This is an optimization exercise on Yosys and OpenROAD, whose aim is small area and a short achievable clock period, not a production implementation. RTL that was checked went through simulation tests only; none was proved equivalent to the original. For run 9, only the layout was checked, not whether the RTL still works. Power and IR drop assume default switching activity.

==> design/flow/run.sh <==
#!/bin/bash
# synth_recipe.tcl (not shown) runs the flow's synth.tcl, then flattens the netlist and writes it again
# the make line also repeats each setting of config.mk as NAME=value (left out here)
make -C /OpenROAD-flow-scripts/flow DESIGN_CONFIG=/design/flow/config.mk WORK_HOME=/design/flow/orfs CLKGATE_MAP_FILE= SYNTH_SCRIPT=/design/flow/synth_recipe.tcl finish
==> design/flow/constraint.sdc <==
create_clock -name core_clock -period 10.0 [get_ports {clk}]
set_input_delay 2.0000 -clock core_clock [delete_from_list [all_inputs] [get_ports {clk}]]
set_output_delay 2.0000 -clock core_clock [all_outputs]
set_load 0.01 [all_outputs]
==> design/flow/config.mk <==
export PLATFORM = sky130hd
export DESIGN_NAME = IOTDF
export DESIGN_NICKNAME = IOTDF
export VERILOG_FILES = /design/flow/design.v
export SDC_FILE = /design/flow/constraint.sdc
export NUM_CORES = 4
export LEC_CHECK = 0
export CAP_MARGIN = 20
export CORE_MARGIN = 2
export CORE_UTILIZATION = 40
export PLACE_DENSITY = 0.6
export SLEW_MARGIN = 20
==> design/flow/design.v <==
`timescale 1ns/10ps
module IOTDF( clk, rst, in_en, iot_in, fn_sel, busy, valid, iot_out);
input        clk;
input        rst;
input        in_en;
input  [7:0] iot_in;
input  [2:0] fn_sel;
output     busy;
output reg valid;
output reg [127:0] iot_out;
parameter GRAY2BIN = 3'b001;
parameter FIR      = 3'b010;
assign busy = 1'b0;
reg [9:0] counter;
reg       e2;
reg [7:0] r1, r2, r3;
reg       par;
reg [127:0] fir_q;
wire       acc  = in_en;                              
wire       wrap = (counter[9:6] == 4'b1111);          
wire [3:0] lo   = counter[3:0];                       
wire       e1   = (lo == 4'd0) && (counter[9:4] != 6'd0);
always @(posedge clk or posedge rst) begin
    if (rst) begin
        counter <= 10'd0;
        e2      <= 1'b0;
        valid   <= 1'b0;
    end else if (acc) begin
        counter <= wrap ? 10'd0 : counter + 10'd1;
        e2      <= e1;
        valid   <= ((fn_sel == GRAY2BIN) && e1) || ((fn_sel == FIR) && e2);
    end
end
function [7:0] g2b;
    input [7:0] g;
    input       p;
    integer i;
    begin
        g2b[7] = p ^ g[7];
        for (i = 6; i >= 0; i = i - 1)
            g2b[i] = g2b[i+1] ^ g[i];
    end
endfunction
function [7:0] fir;
    input [7:0] a, b, c;
    reg [11:0] s;
    begin
        s = {a, 2'b00} + a + {b, 3'b000} + b + {c, 1'b0} + 12'd8;
        fir = s[11:4];
    end
endfunction
wire [7:0] fb = (lo == 4'd1) ? 8'd0 : r2;
wire [7:0] fc = (lo == 4'd1 || lo == 4'd2) ? 8'd0 : r3;
always @(posedge clk) begin
    if (acc) begin
        r1    <= iot_in;
        r2    <= r1;
        r3    <= r2;
        par   <= ((lo == 4'd1) ? 1'b0 : par) ^ (^r1);
        fir_q <= {fir_q[119:0], fir(r1, fb, fc)};
    end
end
wire [7:0] conv_r1 = g2b(r1, par);
wire [7:0] conv_r2 = g2b(r2, 1'b0);
genvar k;
generate
    for (k = 0; k < 16; k = k + 1) begin : lane
        wire       w  = (k == 0)  ? (lo == 4'd2) :
                        (k == 15) ? e1 :
                                    (lo == k + 1);
        wire [7:0] cv = (k == 0) ? conv_r2 : conv_r1;
        always @(posedge clk) begin
            if (acc) begin
                if (e2)
                    iot_out[127-8*k -: 8] <= fir_q[127-8*k -: 8];
                else if (w)
                    iot_out[127-8*k -: 8] <= cv;
            end
        end
    end
endgenerate
endmodule
==> results of run 1 <==
==> layout make-up <==
cell class | count | share of cell area, %
multi-input combinational | 376 | 18.8
timing repair buffer | 147 | 10.1
clock buffer | 40 | 5.45
sequential | 293 | 60.5
clock inverter | 13 | 0.753
tap | 384 | 3.32
inverter | 45 | 1.17
==> registers in the layout, summed over array words and instances (netlist names) <==
signal and cells:
fir_q 128, iot_out 128, counter 10, r1 8
r2 8, r3 8, e2 1, par 1
valid 1
==> metal layers <==
layer | GRT usage [%] | vias to the layer above | share of wire [%]
met4 | 3.24 | 0 | 1.8
met1 | 23.8 | 3161 | 46
li1 | - | 2956 | -
met3 | 3.20 | 35 | 6.1
met5 | 0 | - | 0
met2 | 25.8 | 219 | 47
==> worst max-delay path: stages (launching register included) <==
cell and delay [ns]:
dfrtp_1 0.42, inv_1 0.12, ha_1 0.30, nor3b_1 0.59, nor2b_1 0.16, inv_1 0.11
fa_1 0.44, fa_1 0.51, fa_1 0.54, inv_1 0.04, ha_1 0.33, nand2_1 0.06
o41ai_1 0.49, nor3_1 0.12, o21ai_0 0.24, xor2_1 0.10
==> cells in the final DEF, fill, tap and decap left out, drive strengths merged, types with 2 or more instances in the layout <==
| cell type | Yosys | final |
|---|---|---|
| edfxtp | 281 | 281 |
| clkdlybuf4s50 | 0 | 141 |
| nand2 | 109 | 109 |
| a21o | 76 | 76 |
| inv | 45 | 45 |
| clkbuf | 24 | 40 |
| xnor2 | 24 | 24 |
| ha | 23 | 23 |
| fa | 19 | 19 |
| nor2 | 19 | 19 |
| nor2b | 18 | 18 |
| a21oi | 16 | 16 |
| xor2 | 15 | 15 |
| dfrtp | 12 | 12 |
| clkinv | 0 | 12 |
| o21ai | 9 | 9 |
| and2 | 6 | 6 |
| a31oi | 6 | 6 |
| mux2 | 6 | 6 |
| buf | 8 | 6 |
| nand4 | 3 | 3 |
| nand3 | 3 | 3 |
| nor3 | 3 | 3 |
| nand2b | 3 | 3 |
| xnor3 | 3 | 3 |
| and3 | 2 | 2 |
| nand3b | 2 | 2 |
==> metrics by stage <==
step / hold slack (ns) / instances / total power, mW / instance area (um2)
2_1_floorplan: 0.426 / 746 / 2.87 / 11800
3_3_place_gp: 0.430 / 1245 / 3.43 / 13600
3_5_place_dp: 0.434 / 1245 / 3.44 / 13600
4_1_cts: 0.440 / 1298 / 4.47 / 14500
5_1_grt: 0.452 / 1298 / 4.71 / 14500
6_report: 0.439 / 1298 / 4.42 / 14500
==> power groups by stage <==
stage	clock network (mW)	logic (mW)	registers (mW)
final	1.02	1.53	1.86
after global routing	1.10	1.73	1.88
after CTS	1.05	1.56	1.87
after detailed placement	0	1.55	1.89
after global placement	0	1.54	1.89
after floorplan	0	1.01	1.86
==> cells by family after synthesis <==
logic type | synth area share (%)
DFF | 74.3
AOI/OAI and AO/OA | 6.60
other | 0.0319
adders and majority gates | 5.68
muxes | 0.660
buffers and inverters | 2.69
xor gates and xnor gates | 3.55
and+or+nand+nor | 6.45
==> worst max-delay path by stage <==
stage / startpoint / end
3_5_place_dp: counter[1]$_DFFE_PP0P_ / fir_q[6]$_DFFE_PP_
5_1_grt: counter[1]$_DFFE_PP0P_ / fir_q[6]$_DFFE_PP_
4_1_cts: counter[1]$_DFFE_PP0P_ / fir_q[6]$_DFFE_PP_
6_report: counter[1]$_DFFE_PP0P_ / fir_q[6]$_DFFE_PP_
2_1_floorplan: counter[1]$_DFFE_PP0P_ / fir_q[6]$_DFFE_PP_
3_3_place_gp: in_en / iot_out[15]$_DFFE_PP_
==> impl_metrics.ini, run 1 <==
[grt]
grt_pass1_wl_um = 38200
grtUsageTotal_pct = 16.3
grt_pass1_vias = 6365
antenna_found_initial = 0
grt.overflow.total = 0
grt_max_degree = 97

[worst_setup_path]
reg2reg_from = counter[1]$_DFFE_PP0P_
cp.required_ns = 10.30
worstSetupPathType = register to register
r2r_end = fir_q[6]$_DFFE_PP_
critPathLaunchType = register
worstSetupEndpointType = register
r2r_setup_slack_ns = 5.15
worst-r2r-cell-count = 15
cp_max_fo = 6
arrival_ns = 5.15

[clock_network]
cts_tree = built
cts_setup_buffers = 0
cts_max_level = 1
path_clk_slew_ns = 0.06
clk_latency_ns = 0.56
cts-root-buf = clkbuf_16
cts_buffers = 30
hold_buffers = 0
clkSinkCount = 293
ctsResizeCount = 0
cts_buffer_depth = 3

[logic_synthesis]
synth_edf_count = 281
synth_cell_type_count = 41
synth_area_per_cell_um2 = 15.8
synth-async-reset-ratio_pct = 4.10
synth_top_area_share_pct = 71.8
yosys-top-cells-area = edfxtp_1 72%, a21o_1 4.9%, nand2_1 3.5%
yosys.area.top_type = edfxtp_1
yosys.cell_count.top_type = edfxtp_1
ys_warn_count = 1
synth_area_um2 = 11800
synth.ff_latch_count = 293
synth_fp_nets = 802
synthTopCellsByCount = 281 x edfxtp_1, 109 x nand2_1, 76 x a21o_1
dominantRegCellSynth = edfxtp_1
syn_inst = 746
yosysSeqAreaShare_pct = 74.3

[final_layout]
fillers = 2506
multi_input_area_um2 = 2710
nets = 949
drive_gt1_share_pct = 5.80
diodes = 0
regArea_um2 = 8740
area_growth_pct = 23.0
post-route-util_pct = 50.1

[sta]
setup_ws_ns = 5.15
slew_violations = 0
post-route-period-util_pct = 48.5
hold_violations = 0
setup-tns-final_ns = 0
tightest_slew_ns = 0.983
rsz0062_at_grt = false
max_freq_mhz = 206
setup_viol = 0
slew_headroom_pct = 34.4
skew_ns = 0.0171
fin_crit_ns = 4.85

[pwr]
p_sw_mw = 1.46
p_sw_share_pct = 33.1
p_seq_share_pct = 42.2
p_clk_share_pct = 23.2
p_int_mw = 2.95
static-leakage-power_nw = 5.54
p_per_area_nw_per_um2 = 306
peakVddDrop_v = 0.000232
power_frac_comb_pct = 34.7

[floorplan]
die_area_um2 = 30800
dieWidth_um = 175
rows = 62
die_height_um = 175
core_um2 = 28900
initial_core_util_pct = 40.7
pin_count = 144

[place]
portBuffers = 142
gp_congestion = 0.811
place_ws_ns = 5.14
dp_hpwl_um = 16600

[routing]
drtIter0Drc = 547
drt-pass1-iter-count = 5
viasPerCell = 4.91
vias = 6371
routed_wl_um = 25000
drc_errors = 0
routedWlPerCell_um = 19.3
drtAntennaViolNets = 0

[worst_hold_path]
hold_path.class = register to register
hp-start = fir_q[47]$_DFFE_PP_
whs_endpoint = fir_q[55]$_DFFE_PP_
whs_path_depth = 0

[status]
outcome = no timing/DRC/antenna violations

[job]
max-cap-violations = 0
==> run 2, diff against run 1 <==
--- a/design/flow/design.v
+++ b/design/flow/design.v
@@ -15,6 +15,6 @@
 reg       e2;
-reg [7:0] r1, r2, r3;
+reg [7:0] r1, r2;
 reg       par;
+reg [11:0] part;
 reg [127:0] fir_q;
-wire       acc  = in_en;                              
 wire       wrap = (counter[9:6] == 4'b1111);          
@@ -27,3 +27,3 @@
         valid   <= 1'b0;
-    end else if (acc) begin
+    end else if (in_en) begin
         counter <= wrap ? 10'd0 : counter + 10'd1;
@@ -43,19 +43,14 @@
 endfunction
-function [7:0] fir;
-    input [7:0] a, b, c;
-    reg [11:0] s;
-    begin
-        s = {a, 2'b00} + a + {b, 3'b000} + b + {c, 1'b0} + 12'd8;
-        fir = s[11:4];
-    end
-endfunction
-wire [7:0] fb = (lo == 4'd1) ? 8'd0 : r2;
-wire [7:0] fc = (lo == 4'd1 || lo == 4'd2) ? 8'd0 : r3;
+wire [7:0]  pc       = (lo == 4'd1) ? 8'd0 : r2;
+wire [11:0] part_nxt = (lo == 4'd0) ? 12'd8 :
+                       ({1'b0, r1, 3'b000} + {4'b0, r1} + {3'b0, pc, 1'b0} + 12'd8);
+wire [11:0] fsum     = {2'b0, r1, 2'b00} + {4'b0, r1} + part;
+wire [7:0]  fir_nxt  = fsum[11:4];
 always @(posedge clk) begin
-    if (acc) begin
+    if (in_en) begin
         r1    <= iot_in;
         r2    <= r1;
-        r3    <= r2;
         par   <= ((lo == 4'd1) ? 1'b0 : par) ^ (^r1);
-        fir_q <= {fir_q[119:0], fir(r1, fb, fc)};
+        part  <= part_nxt;
+        fir_q <= {fir_q[119:0], fir_nxt};
     end
@@ -72,8 +67,4 @@
         always @(posedge clk) begin
-            if (acc) begin
-                if (e2)
-                    iot_out[127-8*k -: 8] <= fir_q[127-8*k -: 8];
-                else if (w)
-                    iot_out[127-8*k -: 8] <= cv;
-            end
+            if (in_en && (e2 || w))
+                iot_out[127-8*k -: 8] <= e2 ? fir_q[127-8*k -: 8] : cv;
         end
==> impl_metrics.ini, run 2 <==
[status]
outcome = no timing/DRC/antenna violations

[pwr]
power_frac_comb_pct = 30.9
p_sw_share_pct = 30.8
p_int_mw = 3.05
static-leakage-power_nw = 5.76
peakVddDrop_v = 0.000148
p_sw_mw = 1.35
p_seq_share_pct = 42.3
finalPower_mw = 4.40
p_per_area_nw_per_um2 = 297
p_clk_share_pct = 26.8

[final_layout]
diodes = 0
fillers = 2465
regArea_um2 = 8860
area_growth_pct = 23.9
mostFrequentLayoutCells = 285 x edfxtp_1, 141 x clkdlybuf4s50_1, 106 x a21o_1
multi_input_area_um2 = 2860
drive_gt1_share_pct = 7.47
nets = 949
top_regs = fir_q x128, iot_out x128, part x12
stdcell_count = 1300
final_common_cell = edfxtp_1

[logic_synthesis]
dominantRegCellSynth = edfxtp_1
syn_inst = 742
ys_warn_count = 1
yosys-top-cells-area = edfxtp_1 72%, a21o_1 6.7%, ha_1 3.7%
yosys.area.top_type = edfxtp_1
synth.ff_latch_count = 297
synthTopCellsByCount = 285 x edfxtp_1, 106 x a21o_1, 52 x nand2_1
synth-async-reset-ratio_pct = 4.04
synth_cell_type_count = 44
synth_edf_count = 285
synth_area_per_cell_um2 = 16.1
synth_top_area_share_pct = 71.5
synth_fp_nets = 803
synth_area_um2 = 12000
yosysSeqAreaShare_pct = 74.0
yosys.cell_count.top_type = edfxtp_1

[clock_network]
cts_setup_buffers = 0
cts-root-buf = clkbuf_16
clk_latency_ns = 0.55
cts_tree = built
cts_buffer_depth = 3
path_clk_slew_ns = 0.06
hold_buffers = 0
cts_max_level = 1
clkSinkCount = 297
ctsResizeCount = 0
cts_buffers = 30

[floorplan]
pin_count = 144
die_height_um = 177
die_area_um2 = 31300
dieWidth_um = 177
initial_core_util_pct = 40.5
core_um2 = 29600
rows = 63

[routing]
drt-pass1-iter-count = 5
drtAntennaViolNets = 0
vias = 6520
drtIter0Drc = 594
routedWlPerCell_um = 20.1
viasPerCell = 5.02
routed_wl_um = 26100
drc_errors = 0

[worst_setup_path]
cp_slowest_cell = dfrtp_1
cp_common_cell = inv_1
cp_cell_sequence = inv_1 > ha_1 > nand2_1 > and2_1 > ha_1 > inv_1 > fa_1 > inv_1 > ha_1 > inv_1 > fa_1 > nor2b_1 > o21ai_0 > a21boi_0 > o21a_1 > o21a_1 > nor3_1
critPathLaunchType = register
cp_max_fo = 9
worst-r2r-cell-count = 17
worstSetupPathType = register to register
arrival_ns = 4.08
worstSetupEndpointType = register
max_stage_delay_ns = 0.44
cp.required_ns = 10.27

[sta]
post-route-period-util_pct = 38.1
setup_viol = 0
skew_ns = 0.0201
max_freq_mhz = 262
rsz0062_at_grt = false
fin_crit_ns = 3.81
slew_headroom_pct = 26.0
slew_violations = 0
hold_violations = 0
setup_ws_ns = 6.19
tightest_slew_ns = 1.11
setup-tns-final_ns = 0

[grt]
grt_pass1_wl_um = 39800
grtUsageTotal_pct = 16.9
grt_pass1_vias = 6570
antenna_found_initial = 0
grt.overflow.total = 0
grt_max_degree = 99

[place]
place_ws_ns = 5.66
dp_hpwl_um = 17100
dp_cells = 1246
gp_congestion = 0.819
portBuffers = 142

[worst_hold_path]
hold_path.class = register to register
whs_path_depth = 0

[job]
max-cap-violations = 0
-- run 2: worst max-delay path: cells and delay by family, from the launching register on --
family / cells / cell delay (ns)
buffers and inverters: 4 / 0.32
adder cells (fa/ha/maj): 5 / 1.37
AND/OR/NAND/NOR: 4 / 0.73
AO/OA/AOI/OAI: 4 / 0.69
flip-flops: 1 / 0.44
-- run 2: metrics by stage --
stage | hold WS, ns | cell area, um2 | util, %
2_1_floorplan | 0.427 | 12000 | -
3_3_place_gp | 0.430 | 13800 | 46.6
3_5_place_dp | 0.434 | 13800 | 46.6
4_1_cts | 0.434 | 14800 | 50.1
5_1_grt | 0.455 | 14800 | 50.1
6_report | 0.432 | 14800 | 50.1
-- run 2: power groups by stage --
stage / logic [mW] / clock network [mW] / registers (mW)
after global placement: 1.37 / 0 / 1.89
after CTS: 1.38 / 1.20 / 1.86
final: 1.36 / 1.18 / 1.86
after global routing: 1.51 / 1.25 / 1.88
after detailed placement: 1.37 / 0 / 1.89
after floorplan: 0.848 / 0 / 1.87
-- run 2: cell type report --
class / count / share of cell area, %
clock buffers: 35 / 5.34
inverters: 30 / 0.760
multi-input cells: 382 / 19.3
well taps: 390 / 3.29
repair buffers: 147 / 9.85
clock inverters: 19 / 1.66
flip-flops and latches: 297 / 59.8
-- run 2: cell families (layout without fill, tap and decap cells) --
| kind of cell | after synthesis | count (layout) | share of synthesized area, % |
|---|---|---|---|
| compound gates | 159 | 159 | 9.24 |
| xor+xnor | 34 | 34 | 2.90 |
| fa+ha+maj | 47 | 47 | 5.67 |
| buf+inv | 63 | 231 | 2.12 |
| flops | 297 | 297 | 74.0 |
| mux | 7 | 7 | 0.648 |
| other cells | 1 | 1 | 0.0313 |
| simple gates | 134 | 134 | 5.35 |
-- run 2: path summary, 6_finish.rpt --
kind                                        start               endpoint  slack [ns]
max in group asynchronous                     rst         e2$_DFFE_PP0P_        7.70
max                        counter[1]$_DFFE_PP0P_  part[9]$_SDFFCE_PP0P_        6.19
min                           fir_q[48]$_DFFE_PP_    fir_q[56]$_DFFE_PP_        0.43
min reg2reg                   fir_q[48]$_DFFE_PP_    fir_q[56]$_DFFE_PP_        0.43
max reg2reg                counter[1]$_DFFE_PP0P_  part[9]$_SDFFCE_PP0P_        6.19
min in group asynchronous                     rst      valid$_DFFE_PP0P_        1.88
-- run 2: routing by layer --
| metal | part of all wire [%] | wire length, um | vias to the layer above | global-route usage, % |
|---|---|---|---|---|
| met5 | 0 | 0 | - | 0 |
| li1 | - | - | 3035 | - |
| met2 | 48 | 12500 | 221 | 27.3 |
| met3 | 5.3 | 1380 | 35 | 2.90 |
| met1 | 45 | 11800 | 3229 | 24.1 |
| met4 | 1.8 | 470 | 0 | 3.48 |
==> run 3, diff against run 2 <==
==> design/flow/flow/run.sh (new file) <==
#!/bin/bash
set -euo pipefail
MARGIN=$(cat flow/margin.txt)
bash standard.sh SETUP_SLACK_MARGIN=$MARGIN \
  "BUFFER_PORTS_ARGS=-buffer_cell sky130_fd_sc_hd__buf_2" finish > standard.log 2>&1
==> design/flow/flow/margin.txt (new file) <==
6.8
==> design/flow/standard.sh (new file) <==
#!/bin/bash
# synth_recipe.tcl (not shown) runs the flow's synth.tcl, then flattens the netlist and writes it again
# the make line also repeats each setting of config.mk as NAME=value (left out here)
make -C /OpenROAD-flow-scripts/flow DESIGN_CONFIG=/design/flow/config.mk WORK_HOME=/design/flow/orfs CLKGATE_MAP_FILE= SYNTH_SCRIPT=/design/flow/synth_recipe.tcl "${@:-finish}"
removed: design/flow/run.sh
==> impl_metrics.ini, run 3 <==
[final_layout]
diodes = 0
multi_input_area_um2 = 3040
final_common_cell = edfxtp_1
drive_gt1_share_pct = 29.3
top_regs = fir_q x128, iot_out x128, part x12
mostFrequentLayoutCells = 285 x edfxtp_1, 141 x buf_2, 106 x a21o_1
fillers = 2525
area_growth_pct = 21.1
stdcell_count = 1330
regArea_um2 = 8870
nets = 978

[logic_synthesis]
synth.ff_latch_count = 297
yosysSeqAreaShare_pct = 74.0
synth_fp_nets = 803
yosys-top-cells-area = edfxtp_1 72%, a21o_1 6.7%, ha_1 3.7%
synth_cell_type_count = 44
dominantRegCellSynth = edfxtp_1
synthTopCellsByCount = 285 x edfxtp_1, 106 x a21o_1, 52 x nand2_1
ys_warn_count = 1
synth_top_area_share_pct = 71.5
synth_area_um2 = 12000
yosys.area.top_type = edfxtp_1
synth_edf_count = 285
yosys.cell_count.top_type = edfxtp_1
synth-async-reset-ratio_pct = 4.04
syn_inst = 742
synth_area_per_cell_um2 = 16.1

[sta]
slew_violations = 0
slew_headroom_pct = 28.1
tightest_slew_ns = 1.08
setup_ws_ns = 6.83
hold_violations = 0
setup-tns-final_ns = 0
whs_ns = 0.444
post-route-period-util_pct = 31.7
rsz0062_at_grt = true
skew_ns = 0.0115
setup_viol = 0
fin_crit_ns = 3.17
max_freq_mhz = 316

[routing]
drtIter0Drc = 525
routed_wl_um = 25500
routedWlPerCell_um = 19.2
drtAntennaViolNets = 0
drt-pass1-iter-count = 5
drc_errors = 0
viasPerCell = 4.92
vias = 6543

[worst_setup_path]
arrival_ns = 1.17
path_delay_family = flip-flops
crit_buf_inv = 1
cp_slowest_cell = edfxtp_1
worstSetupPathType = register to output pin
cp_max_fo = 1
worst-r2r-cell-count = 16
cp.required_ns = 8.00
cp_cell_sequence = buf_2
max_stage_delay_ns = 0.45
worst-path-stages = 1
worstSetupEndpointType = output pin
critPathLaunchType = register

[pwr]
finalPower_mw = 4.31
peakVddDrop_v = 0.000175
p_per_area_nw_per_um2 = 298
static-leakage-power_nw = 5.91

[floorplan]
core_um2 = 29600
pin_count = 144
die_height_um = 177
initial_core_util_pct = 40.5
dieWidth_um = 177
rows = 63
die_area_um2 = 31300

[grt]
grt.overflow.total = 0
grt_pass1_vias = 6457
antenna_found_initial = 0
grt_pass1_wl_um = 38700
grtUsageTotal_pct = 16.4
grt_max_degree = 91

[worst_hold_path]
whs_path_depth = 0
hold_path.class = register to register

[clock_network]
cts_tree = built
path_clk_slew_ns = 0.06
cts_max_level = 1
cts_buffers = 31
hold_buffers = 0
cts-root-buf = clkbuf_16
clkSinkCount = 297
cts_buffer_depth = 3
clk_latency_ns = 0.55

[place]
gp_congestion = 0.752
dp_hpwl_um = 16600
place_ws_ns = 6.02
dp_cells = 1247
portBuffers = 142

[status]
outcome = no timing/DRC/antenna violations

[job]
max-cap-violations = 0
-- run 3: cell counts after synthesis --
Identical to the previous run, type by type.
-- run 3: kinds of logic after synthesis --
logic type / count (synthesis) / synth area share [%]
and+or+nand+nor: 134 / 5.35
AOI/OAI and AO/OA: 159 / 9.24
xor gates and xnor gates: 34 / 2.90
muxes: 7 / 0.648
other: 1 / 0.0313
buffers and inverters: 63 / 2.12
adders and majority gates: 47 / 5.67
DFF: 297 / 74.0
-- run 3: final timing paths --
kind                                             start                endpoint  slack (ns)
worst min register to register    fir_q[103]$_DFFE_PP_    fir_q[111]$_DFFE_PP_        0.44
min in group asynchronous                          rst  counter[7]$_DFFE_PP0P_        1.52
max in group asynchronous                          rst          e2$_DFFE_PP0P_        8.05
worst min-delay path              fir_q[103]$_DFFE_PP_    fir_q[111]$_DFFE_PP_        0.44
worst max register to register  counter[0]$_DFFE_PP0P_  part[11]$_SDFFCE_PP0P_        6.84
worst max-delay path             iot_out[39]$_DFFE_PP_             iot_out[39]        6.83
-- run 3: cell type report --
cell class,instances,share of cell area [%]
Sequential cell,297,61.2
Tap cell,390,3.37
Multi-Input combinational cell,382,21.0
Clock buffer,44,5.90
Timing Repair Buffer,175,7.12
Inverter,30,0.777
Clock inverter,12,0.665
-- run 3: repair_timing --
action,4_1_cts,5_1_grt
resized for setup,12,26
pin swaps,6,12
setup buffers,19,7
gates cloned,1,0
hold endpoints to repair,0,0
endpoints found under the setup margin,45,6
-- run 3: power breakdown --
part	internal, mW	switching (mW)	total [mW]
combinational	0.591	0.794	1.38
sequential	1.75	0.109	1.85
clock	0.619	0.454	1.07
-- run 3: routing by layer --
metal  vias up  GRT usage, %  wire, um  share of wire [%]
met2       182          25.3     11800                 46
met1      3228          24.6     12100                 47
met4         0          3.93       503                2.0
met3        42          2.30      1220                4.8
li1       3091             -         -                  -
met5         -             0         0                  0
-- run 3: through the flow --
step           area, um2  util (%)
2_1_floorplan      12000         -
3_3_place_gp       13100      44.4
3_5_place_dp       13100      44.4
4_1_cts            14300      48.4
5_1_grt            14500      49.0
6_report           14500      49.0
==> run 4, diff against run 3 <==
--- a/design/flow/config.mk
+++ b/design/flow/config.mk
@@ -10,2 +10,3 @@
 export CORE_UTILIZATION = 40
+export CTS_BUF_LIST = sky130_fd_sc_hd__clkbuf_4 sky130_fd_sc_hd__clkbuf_8
 export PLACE_DENSITY = 0.6
==> impl_metrics.ini, run 4 <==
[place]
dp_hpwl_um = 16600
gp_congestion = 0.752
portBuffers = 142

[sta]
hold_violations = 0
setup_viol = 0
tightest_slew_ns = 1.08
slew_violations = 0
skew_ns = 0.0221
slew_headroom_pct = 27.7
post-route-period-util_pct = 31.7
fin_crit_ns = 3.17
rsz0062_at_grt = true
setup-tns-final_ns = 0
max_freq_mhz = 316

[final_layout]
drive_gt1_share_pct = 31.3
area_growth_pct = 20.6
regArea_um2 = 8870
multi_input_area_um2 = 3000
final_common_cell = edfxtp_1
fillers = 2547
nets = 996
diodes = 0
mostFrequentLayoutCells = 285 x edfxtp_1, 141 x buf_2, 106 x a21o_1
top_regs = fir_q x128, iot_out x128, part x12

[routing]
viasPerCell = 4.86
drt-pass1-iter-count = 5
drtIter0Drc = 495
routed_wl_um = 25800
vias = 6610
drc_errors = 0
drtAntennaViolNets = 0
routedWlPerCell_um = 19.0

[logic_synthesis]
yosys-top-cells-area = edfxtp_1 72%, a21o_1 6.7%, ha_1 3.7%
ys_warn_count = 1
yosys.area.top_type = edfxtp_1
synth_area_um2 = 12000
synth_area_per_cell_um2 = 16.1
synth_edf_count = 285
syn_inst = 742
synth_cell_type_count = 44
dominantRegCellSynth = edfxtp_1
synthTopCellsByCount = 285 x edfxtp_1, 106 x a21o_1, 52 x nand2_1
yosys.cell_count.top_type = edfxtp_1
synth-async-reset-ratio_pct = 4.04
synth.ff_latch_count = 297
yosysSeqAreaShare_pct = 74.0
synth_fp_nets = 803
synth_top_area_share_pct = 71.5

[clock_network]
clkSinkCount = 297
cts_buffer_depth = 3
clk_latency_ns = 0.56
hold_buffers = 0
cts_tree = built
cts_max_level = 2
cts_buffers = 48
cts-root-buf = clkbuf_8
path_clk_slew_ns = 0.06

[pwr]
static-leakage-power_nw = 5.95
p_clk_share_pct = 23.5
p_seq_share_pct = 43.8
p_sw_share_pct = 32.0
finalPower_mw = 4.23
peakVddDrop_v = 0.000132
power_frac_comb_pct = 32.6
p_per_area_nw_per_um2 = 293
p_sw_mw = 1.35
p_int_mw = 2.87

[floorplan]
initial_core_util_pct = 40.5
rows = 63
core_um2 = 29600
die_height_um = 177
dieWidth_um = 177
pin_count = 144
die_area_um2 = 31300

[worst_setup_path]
worst-r2r-cell-count = 13
crit_buf_inv = 1
arrival_ns = 1.17
cp_max_fo = 1
worstSetupEndpointType = output pin
worstSetupPathType = register to output pin
worst-path-stages = 1
cp.required_ns = 8.00
cp_cell_sequence = buf_2
cp_slowest_cell = edfxtp_1
max_stage_delay_ns = 0.45
critPathLaunchType = register
path_delay_family = flip-flops

[worst_hold_path]
hold_path.class = register to register
whs_path_depth = 0

[grt]
grt_pass1_vias = 6594
grt_max_degree = 91
grt_pass1_wl_um = 39400
grtUsageTotal_pct = 16.8
antenna_found_initial = 0
grt.overflow.total = 0

[status]
outcome = no timing/DRC/antenna violations

[job]
max-cap-violations = 0
[run 4: final timing paths]
path | start | to | slack, ns
worst max-delay path | iot_out[39]$_DFFE_PP_ | iot_out[39] | 6.83
worst min-delay path | fir_q[51]$_DFFE_PP_ | fir_q[59]$_DFFE_PP_ | 0.45
worst max register to register | counter[0]$_DFFE_PP0P_ | part[11]$_SDFFCE_PP0P_ | 6.84
worst min register to register | fir_q[51]$_DFFE_PP_ | fir_q[59]$_DFFE_PP_ | 0.45
max in group asynchronous | rst | e2$_DFFE_PP0P_ | 8.04
min in group asynchronous | rst | valid$_DFFE_PP0P_ | 1.52
[run 4: cell type report]
cell class	count	area share, %
multi-input combinational	382	20.8
clock buffer	69	5.84
sequential	297	61.4
tap	390	3.38
timing repair buffer	176	7.26
inverter	30	0.780
clock inverter	15	0.503
[run 4: stage by stage]
stage	utilization, %	std cells	hold WS [ns]	area, um2	setup WS (ns)
CTS	48.2	1350	0.446	14300	6.80
floorplan	-	742	0.427	12000	6.82
global placement	44.4	1247	0.431	13100	6.06
global route	48.8	1359	0.459	14400	6.72
detailed placement	44.4	1247	0.435	13100	6.02
finish	48.8	1359	0.446	14400	6.83
[run 4: power groups by stage]
stage	clock [mW]	sequential, mW	combinational (mW)
CTS	1.02	1.86	1.35
floorplan	0	1.87	0.859
finish	0.996	1.85	1.38
detailed placement	0	1.89	1.29
global route	1.08	1.87	1.54
global placement	0	1.89	1.29
[run 4: cell families (layout without fill, tap and decap cells)]
family	Yosys count	after routing	synth area share, %
AO/OA/AOI/OAI	159	159	9.24
XOR/XNOR	34	34	2.90
adder cells (fa/ha/maj)	47	47	5.67
buffers and inverters	63	290	2.12
flip-flops	297	297	74.0
multiplexers	7	7	0.648
other	1	1	0.0313
AND/OR/NAND/NOR	134	134	5.35
[run 4: what timing repair did]
action                     in CTS  in global routing
pin swaps                       6                 11
setup buffers                  18                  9
gates resized for setup        12                 21
setup endpoints to repair      45                  7
cloned                          1                  0
[run 4: per-layer routing]
metal | GRT usage [%] | part of all wire (%) | vias up
met1 | 24.9 | 47 | 3241
met3 | 3.03 | 5.0 | 40
met5 | 0 | 0 | -
met4 | 4.72 | 1.9 | 0
met2 | 25.5 | 46 | 205
li1 | - | - | 3124
==> run 5, diff against run 4 <==
==> design/flow/flow/margin.txt (replaced) <==
7.0
==> impl_metrics.ini, run 5 <==
[status]
outcome = no timing/DRC/antenna violations

[worst_hold_path]
hold_path.class = register to register
hp-start = fir_q[55]$_DFFE_PP_

[clock_network]
cts-root-buf = clkbuf_8
clk_latency_ns = 0.56
cts_buffers = 48
cts_buffer_depth = 3
clkSinkCount = 297
cts_tree = built
path_clk_slew_ns = 0.06
cts_max_level = 2
hold_buffers = 0

[sta]
setup-tns-final_ns = 0
whs_ns = 0.428
slew_violations = 0
hold_violations = 0
slew_headroom_pct = 30.5
post-route-period-util_pct = 31.5
setup_viol = 0
fin_crit_ns = 3.15
tightest_slew_ns = 1.04
skew_ns = 0.0244
rsz0062_at_grt = true
max_freq_mhz = 317

[worst_setup_path]
cp_cell_sequence = buf_2
crit_path_start = iot_out[39]$_DFFE_PP_
reg2reg_from = counter[0]$_DFFE_PP0P_
worstSetupEndpointType = output pin
cp_max_fo = 1
cp_slowest_cell = edfxtp_1
path_delay_family = flip-flops
worstSetupPathType = register to output pin
critPathLaunchType = register
max_stage_delay_ns = 0.44
cp.required_ns = 8.00
arrival_ns = 1.15
crit_buf_inv = 1

[final_layout]
mostFrequentLayoutCells = 285 x edfxtp_1, 134 x buf_2, 106 x a21o_1
nets = 988
diodes = 0
final_common_cell = edfxtp_1
drive_gt1_share_pct = 30.6
area_growth_pct = 21.2
top_regs = fir_q x128, iot_out x128, part x12

[grt]
grt_max_degree = 94
antenna_found_initial = 0
grt_pass1_wl_um = 39400
grtUsageTotal_pct = 16.7
grt_pass1_vias = 6700
grt.overflow.total = 0

[logic_synthesis]
synth_top_area_share_pct = 71.5
synth-async-reset-ratio_pct = 4.04
yosys.cell_count.top_type = edfxtp_1
synth_area_um2 = 12000
synth_cell_type_count = 44
synth_fp_nets = 803
synth_area_per_cell_um2 = 16.1
synth.ff_latch_count = 297
dominantRegCellSynth = edfxtp_1
synth_edf_count = 285
yosys.area.top_type = edfxtp_1
synthTopCellsByCount = 285 x edfxtp_1, 106 x a21o_1, 52 x nand2_1
yosys-top-cells-area = edfxtp_1 72%, a21o_1 6.7%, ha_1 3.7%
yosysSeqAreaShare_pct = 74.0
syn_inst = 742
ys_warn_count = 1

[pwr]
static-leakage-power_nw = 5.92
p_per_area_nw_per_um2 = 294
peakVddDrop_v = 0.000143

[routing]
vias = 6647
drt-pass1-iter-count = 5
drc_errors = 0
drtAntennaViolNets = 0
routedWlPerCell_um = 18.9
routed_wl_um = 25600
viasPerCell = 4.90
drtIter0Drc = 590

[floorplan]
dieWidth_um = 177
die_height_um = 177
initial_core_util_pct = 40.5
die_area_um2 = 31300
rows = 63
core_um2 = 29600
pin_count = 144

[job]
max-cap-violations = 0

[place]
gp_congestion = 0.780
dp_hpwl_um = 17100
portBuffers = 142
[run 5: layout make-up]
type	count	area (um2)
sequential	297	8870
timing repair buffer	168	1000
clock inverter	32	215
clock buffer	57	728
multi-input combinational	382	3090
fill	2580	15100
inverter	30	113
tap	390	488
[run 5: kinds of logic after synthesis]
kind of cell / Yosys count / share of synthesized area, %
compound gates: 159 / 9.24
xor+xnor: 34 / 2.90
fa+ha+maj: 47 / 5.67
other cells: 1 / 0.0313
flops: 297 / 74.0
buf+inv: 63 / 2.12
simple gates: 134 / 5.35
mux: 7 / 0.648
[run 5: worst paths after layout]
path / endpoint / slack (ns) / cells after the start
max: iot_out[39] / 6.85 / 1
min: fir_q[63]$_DFFE_PP_ / 0.43 / 0
max reg2reg: part[11]$_SDFFCE_PP0P_ / 6.92 / 12
min reg2reg: fir_q[63]$_DFFE_PP_ / 0.43 / 0
max in group asynchronous: counter[2]$_DFFE_PP0P_ / 8.09 / 2
min in group asynchronous: e2$_DFFE_PP0P_ / 1.50 / 2
[run 5: power breakdown]
| part | leakage (nW) | switching [mW] | internal (mW) |
|---|---|---|---|
| clock | 0.490 | 0.469 | 0.562 |
| combinational | 2.58 | 0.791 | 0.588 |
| sequential | 2.85 | 0.112 | 1.75 |
[run 5: per-layer routing]
layer | part of all wire (%) | vias to the layer above | track usage, % | routed length [um]
met3 | 5.6 | 45 | 2.94 | 1440
li1 | - | 3114 | - | -
met4 | 1.9 | 0 | 4.58 | 487
met2 | 47 | 220 | 26.2 | 12000
met1 | 45 | 3268 | 24.0 | 11600
met5 | 0 | - | 0 | 0
[run 5: what timing repair did]
item / in CTS / in global routing
gates resized for setup: 24 / 24
pin swaps: 12 / 4
setup endpoints to repair: 294 / 184
buffers inserted: 18 / 1
hold endpoints to repair: 0 / 0
[run 5: per-stage QoR]
stage               std cells  worst slack (ns)  instance area [um2]  total power, mW  util (%)
global placement         1248              5.90                13200             3.18      44.6
CTS                      1355              6.81                14400             4.29      48.7
floorplan                 742              6.94                12100             2.74         -
finish                   1356              6.85                14500             4.27      49.1
global route             1356              6.80                14500             4.53      49.1
detailed placement       1248              5.85                13200             3.19      44.6
==> run 6, diff against run 5 <==
--- a/design/flow/config.mk
+++ b/design/flow/config.mk
@@ -11,2 +11,4 @@
 export CTS_BUF_LIST = sky130_fd_sc_hd__clkbuf_4 sky130_fd_sc_hd__clkbuf_8
+export CTS_CLUSTER_DIAMETER = 80
+export CTS_CLUSTER_SIZE = 20
 export PLACE_DENSITY = 0.6
==> impl_metrics.ini, run 6 <==
[job]
max-cap-violations = 0

[worst_setup_path]
worstSetupPathType = register to output pin
cp_cell_sequence = buf_2
critPathLaunchType = register
cp_slowest_cell = edfxtp_1
worst-path-stages = 1
arrival_ns = 1.19
r2r_end = part[11]$_SDFFCE_PP0P_
worstSetupEndpointType = output pin
crit_path_start = iot_out[39]$_DFFE_PP_
reg2reg_from = counter[0]$_DFFE_PP0P_
cp_max_fo = 1
cp.required_ns = 8.00
worst-r2r-cell-count = 16
crit_buf_inv = 1
max_stage_delay_ns = 0.48
path_delay_family = flip-flops
critPathCapture = iot_out[39]
r2r_setup_slack_ns = 6.92

[routing]
drtIter0Drc = 544
drtAntennaViolNets = 0
drt-pass1-iter-count = 5
drc_errors = 0
routed_wl_um = 25200
vias = 6439
routedWlPerCell_um = 19.4
viasPerCell = 4.95

[sta]
hold_violations = 0
whs_ns = 0.460
slew_headroom_pct = 29.2
skew_ns = 0.0285
fin_crit_ns = 3.19
setup-tns-final_ns = 0
post-route-period-util_pct = 31.9
rsz0062_at_grt = true
setup_viol = 0
max_freq_mhz = 314
slew_violations = 0
tightest_slew_ns = 1.06

[clock_network]
cts_buffer_depth = 3
cts_tree = built
hold_buffers = 0
cts_buffers = 19
clk_latency_ns = 0.54
path_clk_slew_ns = 0.12
cts-root-buf = clkbuf_8
cts_max_level = 1
clkSinkCount = 297

[floorplan]
die_height_um = 177
die_area_um2 = 31300
dieWidth_um = 177
pin_count = 144
initial_core_util_pct = 40.5
core_um2 = 29600
rows = 63

[final_layout]
top_regs = fir_q x128, iot_out x128, part x12
diodes = 0
nets = 960
area_growth_pct = 16.6
drive_gt1_share_pct = 28.8
mostFrequentLayoutCells = 285 x edfxtp_1, 134 x buf_2, 106 x a21o_1
final_common_cell = edfxtp_1
post-route-util_pct = 47.2

[logic_synthesis]
ys_warn_count = 1
yosys-top-cells-area = edfxtp_1 72%, a21o_1 6.7%, ha_1 3.7%
synth_top_area_share_pct = 71.5
synth-async-reset-ratio_pct = 4.04
yosys.cell_count.top_type = edfxtp_1
syn_inst = 742
yosysSeqAreaShare_pct = 74.0
synth_area_um2 = 12000
synthTopCellsByCount = 285 x edfxtp_1, 106 x a21o_1, 52 x nand2_1
synth_cell_type_count = 44
synth_area_per_cell_um2 = 16.1
yosys.area.top_type = edfxtp_1
synth.ff_latch_count = 297
synth_fp_nets = 803
dominantRegCellSynth = edfxtp_1
synth_edf_count = 285

[status]
outcome = no timing/DRC/antenna violations

[grt]
grt_pass1_vias = 6452
antenna_found_initial = 0
grt_max_degree = 94
grt.overflow.total = 0
grt_pass1_wl_um = 38400
grtUsageTotal_pct = 16.2

[pwr]
static-leakage-power_nw = 5.64
peakVddDrop_v = 0.000132
p_per_area_nw_per_um2 = 275

[place]
portBuffers = 142
dp_hpwl_um = 17100
gp_congestion = 0.780

[worst_hold_path]
whs_path_depth = 0
hold_path.class = register to register
[run 6: cell counts after synthesis]
Identical to the previous run, type by type.
[run 6: area by class of cell]
cell class                      count  area [um2]
Sequential cell                   297        8870
Fill cell                        2631       15600
Multi-Input combinational cell    382        3090
Tap cell                          390         488
Timing Repair Buffer              169        1010
Clock inverter                      2        25.0
Clock buffer                       31         352
Inverter                           30         113
[run 6: stage by stage]
stage	power [mW]	setup slack, ns	cells	cell area, um2
after CTS	3.86	6.79	1297	13800
after detailed placement	3.19	5.85	1248	13200
after global placement	3.18	5.90	1248	13200
after global routing	4.09	6.77	1301	13900
final	3.84	6.81	1301	13900
after floorplan	2.74	6.94	742	12100
[run 6: cells by family after synthesis]
group / synth area share, %
and+or+nand+nor: 5.35
DFF: 74.0
other: 0.0313
xor gates and xnor gates: 2.90
buffers and inverters: 2.12
AOI/OAI and AO/OA: 9.24
adders and majority gates: 5.67
muxes: 0.648
[run 6: what timing repair did]
| action | in CTS | in global routing |
|---|---|---|
| buffers inserted | 16 | 4 |
| pin swaps | 12 | 5 |
| gates resized for setup | 23 | 25 |
| endpoints found under the setup margin | 294 | 192 |
[run 6: how the worst min path moves through the flow]
stage / from / to / slack [ns]
floorplan: fir_q[99]$_DFFE_PP_ / fir_q[107]$_DFFE_PP_ / 0.43
global placement: fir_q[21]$_DFFE_PP_ / fir_q[29]$_DFFE_PP_ / 0.43
detailed placement: fir_q[56]$_DFFE_PP_ / fir_q[64]$_DFFE_PP_ / 0.44
CTS: fir_q[27]$_DFFE_PP_ / fir_q[35]$_DFFE_PP_ / 0.46
global route: fir_q[73]$_DFFE_PP_ / fir_q[81]$_DFFE_PP_ / 0.47
finish: fir_q[55]$_DFFE_PP_ / fir_q[63]$_DFFE_PP_ / 0.46
[run 6: report_power, final]
group / internal [mW] / switching, mW / total (mW)
clock network: 0.231 / 0.374 / 0.605
registers: 1.74 / 0.111 / 1.85
logic: 0.590 / 0.794 / 1.38
total: 2.56 / 1.28 / 3.84
[run 6: routing by layer]
| layer | GRT usage, % | part of all wire [%] | vias to the layer above |
|---|---|---|---|
| li1 | - | - | 3025 |
| met1 | 23.8 | 46 | 3203 |
| met2 | 25.8 | 47 | 181 |
| met3 | 2.21 | 4.6 | 30 |
| met4 | 3.41 | 1.9 | 0 |
| met5 | 0 | 0 | - |
==> run 7, diff against run 6 <==
--- a/design/flow/config.mk
+++ b/design/flow/config.mk
@@ -10,5 +10,5 @@
 export CORE_UTILIZATION = 40
-export CTS_BUF_LIST = sky130_fd_sc_hd__clkbuf_4 sky130_fd_sc_hd__clkbuf_8
-export CTS_CLUSTER_DIAMETER = 80
-export CTS_CLUSTER_SIZE = 20
+export CTS_BUF_LIST = sky130_fd_sc_hd__clkbuf_8 sky130_fd_sc_hd__clkbuf_16
+export CTS_CLUSTER_DIAMETER = 100
+export CTS_CLUSTER_SIZE = 30
 export PLACE_DENSITY = 0.6
==> impl_metrics.ini, run 7 <==
[logic_synthesis]
dominantRegCellSynth = edfxtp_1
yosys.area.top_type = edfxtp_1
ys_warn_count = 1
yosysSeqAreaShare_pct = 74.0
synthTopCellsByCount = 285 x edfxtp_1, 106 x a21o_1, 52 x nand2_1
synth-async-reset-ratio_pct = 4.04
yosys.cell_count.top_type = edfxtp_1
synth_area_um2 = 12000
yosys-top-cells-area = edfxtp_1 72%, a21o_1 6.7%, ha_1 3.7%
synth_cell_type_count = 44
synth_fp_nets = 803
synth_area_per_cell_um2 = 16.1
synth.ff_latch_count = 297
synth_top_area_share_pct = 71.5
synth_edf_count = 285
syn_inst = 742

[final_layout]
diodes = 0
nets = 954
mostFrequentLayoutCells = 285 x edfxtp_1, 134 x buf_2, 106 x a21o_1
top_regs = fir_q x128, iot_out x128, part x12
final_common_cell = edfxtp_1
fillers = 2616
drive_gt1_share_pct = 26.7
stdcell_count = 1285
area_growth_pct = 16.2
post-route-util_pct = 47.1
regArea_um2 = 8870
multi_input_area_um2 = 3090

[worst_setup_path]
cp_max_fo = 1
arrival_ns = 1.12
worstSetupEndpointType = output pin
worstSetupPathType = register to output pin
critPathLaunchType = register
cp_cell_sequence = buf_2
path_delay_family = flip-flops
worst-r2r-cell-count = 16
worst-path-stages = 1
crit_buf_inv = 1
cp_slowest_cell = edfxtp_1
cp.required_ns = 8.00
max_stage_delay_ns = 0.46

[grt]
use_met3_pct = 1.93
met2_usage_pct = 26.1
busiest_layer = met2
grt_pass1_wl_um = 38300
grt_max_degree = 94
grt.overflow.total = 0
grt_pass1_vias = 6434
antenna_found_initial = 0
met1_usage_pct = 23.8
grtUsageTotal_pct = 16.2

[pwr]
peakVddDrop_v = 0.000181
static-leakage-power_nw = 5.62
finalPower_mw = 3.82
p_per_area_nw_per_um2 = 275

[floorplan]
die_area_um2 = 31300
core_um2 = 29600
initial_core_util_pct = 40.5
rows = 63
dieWidth_um = 177
pin_count = 144
die_height_um = 177

[place]
dp_cells = 1248
portBuffers = 142
dp_hpwl_um = 17100
gp_congestion = 0.780

[clock_network]
cts-root-buf = clkbuf_16
hold_buffers = 0
cts_tree = built
path_clk_slew_ns = 0.10
cts_buffer_depth = 3
cts_max_level = 1
clkSinkCount = 297
clk_latency_ns = 0.49
cts_buffers = 13

[routing]
drc_errors = 0
drt-pass1-iter-count = 7
viasPerCell = 4.99
routedWlPerCell_um = 19.5
drtAntennaViolNets = 0
routed_wl_um = 25000
vias = 6412
drtIter0Drc = 698

[sta]
post-route-period-util_pct = 31.2
max_freq_mhz = 321
slew_violations = 0
skew_ns = 0.0277
slew_headroom_pct = 29.7
hold_violations = 0
setup-tns-final_ns = 0
tightest_slew_ns = 1.05
fin_crit_ns = 3.12
rsz0062_at_grt = true
setup_viol = 0

[job]
max-cap-violations = 0

[status]
outcome = no timing/DRC/antenna violations

[worst_hold_path]
whs_path_depth = 0
hold_path.class = register to register
[run 7: cell types whose count changed in the layout (fill, tap and decap cells not counted), sizes merged]
cell,delta
clkbuf,-18
clkinv,+1
inv,+1
[run 7: cells by family (layout without fill, tap and decap cells)]
group / count (synthesis) / count (layout) / share of synthesized area (%)
flip-flops: 297 / 297 / 74.0
AND/OR/NAND/NOR: 134 / 134 / 5.35
XOR/XNOR: 34 / 34 / 2.90
adder cells (fa/ha/maj): 47 / 47 / 5.67
AO/OA/AOI/OAI: 159 / 159 / 9.24
other: 1 / 1 / 0.0313
multiplexers: 7 / 7 / 0.648
buffers and inverters: 63 / 216 / 2.12
[run 7: what timing repair did]
action / 4_1_cts / 5_1_grt
pin swaps: 12 / 5
endpoints found under the setup margin: 340 / 228
setup buffers: 18 / 2
gates resized for setup: 29 / 16
[run 7: metrics by stage]
step / hold WS, ns / worst slack [ns] / area (um2)
after floorplan: 0.427 / 6.94 / 12100
after global placement: 0.430 / 5.90 / 13200
after detailed placement: 0.435 / 5.85 / 13200
after CTS: 0.456 / 6.87 / 13800
after global routing: 0.468 / 6.80 / 13900
final: 0.458 / 6.88 / 13900
[run 7: power breakdown]
group          switching (mW)  internal (mW)  total [mW]
sequential              0.109           1.74        1.85
clock                   0.350          0.239       0.588
combinational           0.791          0.588        1.38
total                    1.25           2.57        3.82
[run 7: area by class of cell]
type,count,area share [%]
clock buffer,13,2.34
timing repair buffer,169,7.29
multi-input combinational,382,22.2
sequential,297,63.8
inverter,30,0.810
tap,390,3.51
clock inverter,4,0.108
[run 7: final timing paths]
check / endpoint / start / slack [ns]
max in group asynchronous: e2$_DFFE_PP0P_ / rst / 8.07
setup / recovery: iot_out[39] / iot_out[39]$_DFFE_PP_ / 6.88
hold reg to reg: fir_q[64]$_DFFE_PP_ / fir_q[56]$_DFFE_PP_ / 0.46
min in group asynchronous: valid$_DFFE_PP0P_ / rst / 1.54
setup reg to reg: part[11]$_SDFFCE_PP0P_ / counter[0]$_DFFE_PP0P_ / 6.92
hold / removal: fir_q[64]$_DFFE_PP_ / fir_q[56]$_DFFE_PP_ / 0.46
[run 7: routing by layer]
metal / routed length, um / part of all wire [%] / vias to the layer above
li1: - / - / 3010
met1: 11600 / 46 / 3221
met2: 11800 / 47 / 160
met3: 1170 / 4.7 / 21
met4: 412 / 1.6 / 0
met5: 0 / 0 / -
==> run 8, diff against run 7 <==
--- a/design/flow/design.v
+++ b/design/flow/design.v
@@ -15,2 +15,3 @@
 reg       e2;
+reg       f0, f1;
 reg [7:0] r1, r2;
@@ -25,2 +26,4 @@
         counter <= 10'd0;
+        f0      <= 1'b1;
+        f1      <= 1'b0;
         e2      <= 1'b0;
@@ -29,2 +32,4 @@
         counter <= wrap ? 10'd0 : counter + 10'd1;
+        f0      <= wrap || (lo == 4'd15);
+        f1      <= !wrap && (lo == 4'd0);
         e2      <= e1;
@@ -43,4 +48,4 @@
 endfunction
-wire [7:0]  pc       = (lo == 4'd1) ? 8'd0 : r2;
-wire [11:0] part_nxt = (lo == 4'd0) ? 12'd8 :
+wire [7:0]  pc       = f1 ? 8'd0 : r2;
+wire [11:0] part_nxt = f0 ? 12'd8 :
                        ({1'b0, r1, 3'b000} + {4'b0, r1} + {3'b0, pc, 1'b0} + 12'd8);
@@ -52,3 +57,3 @@
         r2    <= r1;
-        par   <= ((lo == 4'd1) ? 1'b0 : par) ^ (^r1);
+        par   <= (f1 ? 1'b0 : par) ^ (^r1);
         part  <= part_nxt;
==> impl_metrics.ini, run 8 <==
[logic_synthesis]
synth_area_per_cell_um2 = 15.9
syn_inst = 761
synth_area_um2 = 12100
yosys-top-cells-area = edfxtp_1 71%, a21o_1 3.9%, ha_1 3.6%
yosys.cell_count.top_type = edfxtp_1
synth_fp_nets = 822
synthTopCellsByCount = 285 x edfxtp_1, 63 x a21o_1, 57 x inv_1
yosys.area.top_type = edfxtp_1
synth_top_area_share_pct = 70.7
dominantRegCellSynth = edfxtp_1
yosysSeqAreaShare_pct = 73.6
synth-async-reset-ratio_pct = 4.68
synth_cell_type_count = 50
synth.ff_latch_count = 299
ys_warn_count = 1
synth_edf_count = 285

[place]
place_ws_ns = 5.64
portBuffers = 142
gp_congestion = 0.780
dp_hpwl_um = 16900
postPlaceCellArea_um2 = 13300

[sta]
setup-tns-final_ns = 0
post-route-period-util_pct = 31.6
fin_crit_ns = 3.16
max_freq_mhz = 316
rsz0062_at_grt = true
slew_violations = 0
whs_ns = 0.452
tightest_slew_ns = 1.05
hold_violations = 0
slew_headroom_pct = 29.7
setup_ws_ns = 6.84
skew_ns = 0.0175
setup_viol = 0

[floorplan]
dieWidth_um = 178
pin_count = 144
die_height_um = 178
die_area_um2 = 31700
rows = 63
core_um2 = 29700
initial_core_util_pct = 40.8

[worst_setup_path]
cp_slowest_cell = edfxtp_1
cp.required_ns = 8.00
path_delay_family = flip-flops
cp_cell_sequence = buf_2
max_stage_delay_ns = 0.48
worstSetupEndpointType = output pin
worstSetupPathType = register to output pin
arrival_ns = 1.16
critPathLaunchType = register
crit_buf_inv = 1
cp_max_fo = 1

[routing]
drtAntennaViolNets = 0
viasPerCell = 4.92
drc_errors = 0
routedWlPerCell_um = 19.4
drtIter0Drc = 708
vias = 6423
routed_wl_um = 25300
drt-pass1-iter-count = 4

[job]
max-cap-violations = 0

[clock_network]
hold_buffers = 0
cts_buffers = 14
cts_max_level = 1
clkSinkCount = 299
cts-root-buf = clkbuf_16
cts_tree = built
cts_buffer_depth = 3
path_clk_slew_ns = 0.11
clk_latency_ns = 0.50

[final_layout]
area_growth_pct = 15.5
drive_gt1_share_pct = 26.2
mostFrequentLayoutCells = 285 x edfxtp_1, 136 x buf_2, 63 x a21o_1
nets = 969
final_area_um2 = 14000
top_regs = fir_q x128, iot_out x128, part x12
final_common_cell = edfxtp_1
diodes = 0
fillers = 2557

[grt]
grt_max_degree = 89
antenna_found_initial = 1
grt.overflow.total = 0
grtUsageTotal_pct = 15.7
grt_pass1_wl_um = 37500
grt_pass1_vias = 6271

[status]
outcome = no timing/DRC/antenna violations

[worst_hold_path]
hold_path.class = register to register

[pwr]
static-leakage-power_nw = 5.65
peakVddDrop_v = 0.000122
p_per_area_nw_per_um2 = 255
[run 8: cell type report]
| class | count | area (um2) | share of cell area [%] |
|---|---|---|---|
| Tap cell | 390 | 488 | 3.49 |
| Multi-Input combinational cell | 373 | 2940 | 21.0 |
| Timing Repair Buffer | 163 | 996 | 7.12 |
| Inverter | 57 | 214 | 1.53 |
| Sequential cell | 299 | 8910 | 63.7 |
| Clock inverter | 8 | 58.8 | 0.420 |
| Clock buffer | 15 | 375 | 2.68 |
[run 8: metal layers]
layer | GRT usage, % | share of wire (%)
met5 | 0 | 0
met4 | 2.83 | 1.5
met3 | 1.83 | 5.2
met2 | 25.1 | 47
met1 | 23.6 | 46
[run 8: cells by family (layout without fill, tap and decap cells)]
family,after synthesis,count (layout),synth area share [%]
compound gates,157,157,8.62
xor+xnor,41,41,3.84
fa+ha+maj,47,47,5.60
buf+inv,89,243,3.01
flops,299,299,73.6
mux,7,7,0.651
other cells,1,1,0.0310
simple gates,120,120,4.68
[run 8: repair_timing]
action / CTS / global route
pin swaps: 0 / 0
cloned: 1 / 1
setup endpoints to repair: 323 / 191
gates resized for setup: 14 / 16
setup buffers: 8 / 4
[run 8: report_power, final]
| group | internal (mW) | switching (mW) | total [mW] |
|---|---|---|---|
| clock network | 0.283 | 0.380 | 0.663 |
| registers | 1.70 | 0.0967 | 1.80 |
| logic | 0.461 | 0.650 | 1.11 |
[run 8: stage by stage]
step | power (mW) | util (%) | instances
finish | 3.57 | 47.1 | 1305
global route | 3.78 | 47.1 | 1305
CTS | 3.60 | 46.6 | 1300
detailed placement | 2.92 | 44.6 | 1268
global placement | 2.91 | 44.6 | 1268
floorplan | 2.55 | - | 761
[run 8: worst paths after layout]
path,to,cells past startpoint,slack [ns],startpoint
max,iot_out[39],1,6.84,iot_out[39]$_DFFE_PP_
max reg2reg,part[10]$_SDFFCE_PP0P_,10,7.10,f1$_DFFE_PP0P_
min in group asynchronous,valid$_DFFE_PP0P_,2,1.55,rst
max in group asynchronous,e2$_DFFE_PP0P_,2,7.99,rst
min reg2reg,fir_q[57]$_DFFE_PP_,0,0.45,fir_q[49]$_DFFE_PP_
min,fir_q[57]$_DFFE_PP_,0,0.45,fir_q[49]$_DFFE_PP_
==> run 9, diff against run 8 <==
--- a/design/flow/design.v
+++ b/design/flow/design.v
@@ -71,6 +71,6 @@
         wire [7:0] cv = (k == 0) ? conv_r2 : conv_r1;
-        always @(posedge clk) begin
-            if (in_en && (e2 || w))
-                iot_out[127-8*k -: 8] <= e2 ? fir_q[127-8*k -: 8] : cv;
-        end
+        wire       ld = in_en && (e2 || w);
+        wire [7:0] nv = e2 ? fir_q[127-8*k -: 8] : cv;
+        always @(posedge clk)
+            iot_out[127-8*k -: 8] <= (nv & {8{ld}}) | (iot_out[127-8*k -: 8] & {8{~ld}});
     end
==> impl_metrics.ini, run 9 <==
[logic_synthesis]
synth_area_um2 = 12100
synth-async-reset-ratio_pct = 4.68
synth_fp_nets = 829
synth_area_per_cell_um2 = 15.7
synth.ff_latch_count = 299
synthTopCellsByCount = 285 x edfxtp_1, 80 x a21o_1, 57 x a21oi_1
ys_warn_count = 1
yosys-top-cells-area = edfxtp_1 71%, a21o_1 5.0%, ha_1 3.6%
yosys.cell_count.top_type = edfxtp_1
synth_edf_count = 285
synth_top_area_share_pct = 70.8
yosysSeqAreaShare_pct = 73.7
syn_inst = 768
synth_cell_type_count = 48
dominantRegCellSynth = edfxtp_1
yosys.area.top_type = edfxtp_1

[final_layout]
regArea_um2 = 8910
drive_gt1_share_pct = 25.6
nets = 983
fillers = 2582
mostFrequentLayoutCells = 285 x edfxtp_1, 137 x buf_2, 80 x a21o_1
diodes = 0
area_growth_pct = 16.7
final_common_cell = edfxtp_1
multi_input_area_um2 = 3010
post-route-util_pct = 47.4

[clock_network]
cts_buffers = 14
clk_latency_ns = 0.51
cts-root-buf = clkbuf_16
cts_tree = built
path_clk_slew_ns = 0.11
hold_buffers = 0
cts_buffer_depth = 3
cts_max_level = 1
clkSinkCount = 299

[sta]
hold_violations = 0
skew_ns = 0.0345
post-route-period-util_pct = 31.5
slew_headroom_pct = 31.9
tightest_slew_ns = 1.02
fin_crit_ns = 3.15
setup-tns-final_ns = 0
rsz0062_at_grt = true
setup_viol = 0
max_freq_mhz = 317
slew_violations = 0

[worst_setup_path]
cp_cell_sequence = buf_6
crit_buf_inv = 1
worst-r2r-cell-count = 11
cp_slowest_cell = edfxtp_1
path_delay_family = flip-flops
worstSetupPathType = register to output pin
critPathLaunchType = register
cp.required_ns = 8.00
reg2reg_from = r1[0]$_DFFE_PP_
max_stage_delay_ns = 0.48
worstSetupEndpointType = output pin
cp_max_fo = 1
arrival_ns = 1.15
r2r_end = fir_q[6]$_DFFE_PP_
r2r_setup_slack_ns = 7.03

[routing]
routedWlPerCell_um = 19.1
vias = 6464
drt-pass1-iter-count = 5
drtAntennaViolNets = 0
drc_errors = 0
viasPerCell = 4.90
drtIter0Drc = 499
routed_wl_um = 25200

[pwr]
p_sw_mw = 1.13
static-leakage-power_nw = 5.70
p_clk_share_pct = 18.8
p_int_mw = 2.43
peakVddDrop_v = 0.000110
p_sw_share_pct = 31.8
p_per_area_nw_per_um2 = 253
p_seq_share_pct = 50.0
power_frac_comb_pct = 31.1

[grt]
grtUsageTotal_pct = 15.8
grt_pass1_vias = 6272
grt.overflow.total = 0
antenna_found_initial = 0
grt_max_degree = 88
grt_pass1_wl_um = 37500

[floorplan]
die_height_um = 178
die_area_um2 = 31600
initial_core_util_pct = 40.7
pin_count = 144
rows = 63
core_um2 = 29700
dieWidth_um = 178

[place]
dp_hpwl_um = 17000
gp_congestion = 0.734
portBuffers = 142

[status]
outcome = no timing/DRC/antenna violations

[job]
max-cap-violations = 0

[worst_hold_path]
whs_path_depth = 0
whs_endpoint = fir_q[39]$_DFFE_PP_
hp-start = fir_q[31]$_DFFE_PP_
hold_path.class = register to register
[run 9: worst max-delay path by stage]
| stage | from | endpoint | slack (ns) | cells past startpoint |
|---|---|---|---|---|
| 4_1_cts | register | iot_out[31] | 6.84 | 1 |
| 3_5_place_dp | in_en | register | 5.83 | 3 |
| 5_1_grt | register | iot_out[35] | 6.82 | 1 |
| 3_3_place_gp | in_en | register | 5.88 | 3 |
| 6_report | register | iot_out[31] | 6.85 | 1 |
| 2_1_floorplan | r1[3]$_DFFE_PP_ | part[11]$_SDFFCE_PP0P_ | 7.00 | 12 |
[run 9: power groups by stage]
stage | Combinational [mW] | Clock [mW] | Sequential [mW]
4_1_cts | 1.11 | 0.692 | 1.79
3_3_place_gp | 1.07 | 0 | 1.81
2_1_floorplan | 0.725 | 0 | 1.80
3_5_place_dp | 1.07 | 0 | 1.82
6_report | 1.11 | 0.671 | 1.78
5_1_grt | 1.24 | 0.734 | 1.80
[run 9: per-layer routing]
metal / up-vias / global-route usage [%] / wire length [um]
met4: 0 / 3.42 / 473
met5: - / 0 / 0
met1: 3199 / 23.4 / 11900
li1: 3077 / - / -
met3: 24 / 1.80 / 1010
met2: 164 / 25.1 / 11800
[run 9: kinds of logic after synthesis]
| logic type | Yosys count | share of synthesized area (%) |
|---|---|---|
| DFF | 299 | 73.7 |
| AOI/OAI and AO/OA | 161 | 8.66 |
| and+or+nand+nor | 130 | 5.20 |
| buffers and inverters | 84 | 2.87 |
| adders and majority gates | 47 | 5.61 |
| xor gates and xnor gates | 40 | 3.35 |
| muxes | 6 | 0.559 |
| other | 1 | 0.0310 |
[run 9: final cells by class]
cell class | instances | area share (%)
Tap cell | 390 | 3.46
Timing Repair Buffer | 170 | 7.53
Clock inverter | 9 | 0.399
Multi-Input combinational cell | 385 | 21.3
Inverter | 52 | 1.38
Clock buffer | 15 | 2.66
Sequential cell | 299 | 63.2
[run 9: timing repair]
item / 4_1_cts / 5_1_grt
setup buffers: 13 / 7
setup endpoints to repair: 380 / 239
resized for setup: 29 / 13
pin swaps: 1 / 7
cloned: 0 / 2
[run 9: metrics by stage]
| step | power [mW] | instance area, um2 | std cells | setup slack, ns | hold slack, ns |
|---|---|---|---|---|---|
| after floorplan | 2.52 | 12100 | 768 | 7.00 | 0.426 |
| after global placement | 2.88 | 13200 | 1274 | 5.88 | 0.429 |
| after detailed placement | 2.88 | 13200 | 1274 | 5.83 | 0.432 |
| after CTS | 3.59 | 13900 | 1311 | 6.84 | 0.441 |
| after global routing | 3.78 | 14100 | 1320 | 6.82 | 0.461 |
| final | 3.56 | 14100 | 1320 | 6.85 | 0.439 |

==> re-timing with driven ports <==
How much do the figures lean on ideal ports? The routed layouts below were timed once more, with nothing changed but the port constraints. Step 1: set_driving_cell puts a clkbuf_16 on clk and a buf_2 on each other input, an assumption about the parent block. Step 2 moves the port delays by t, midway between the first and last clock arrival at a register: inputs arrive t later, outputs are due t later. That takes back most of the time a late clock gives input paths. Slacks: ideal ports / drivers / drivers and shift; pairs: ideal ports / drivers.
run | shift t [ns] | setup WS [ns] | clock arrival spread, ns | worst data-port slew with drivers (ns) | pins driven straight from the clock port
run 1 | 0.603 | 5.146 / 5.146 / 5.146 | 0.017 / 0.017 | 0.04 | 1
run 2 | 0.589 | 6.189 / 6.189 / 5.671 | 0.022 / 0.021 | 0.04 | 1
run 3 | 0.596 | 6.832 / 6.779 / 6.342 | 0.013 / 0.014 | 0.05 | 1
run 4 | 0.595 | 6.831 / 6.781 / 6.327 | 0.025 / 0.025 | 0.05 | 1
run 5 | 0.591 | 6.847 / 6.802 / 6.473 | 0.027 / 0.028 | 0.05 | 1
run 6 | 0.569 | 6.813 / 6.768 / 6.503 | 0.029 / 0.029 | 0.05 | 1
run 7 | 0.528 | 6.881 / 6.833 / 6.575 | 0.028 / 0.028 | 0.06 | 1
run 8 | 0.540 | 6.837 / 6.791 / 6.505 | 0.021 / 0.021 | 0.17 | 1
run 9 | 0.540 | 6.846 / 6.798 / 6.598 | 0.035 / 0.035 | 0.04 | 1
After both steps every run listed still meets setup and hold. For run 2, which loses most, drivers alone change the setup slack by 0.000 ns; drivers and shift together by -0.518 ns.
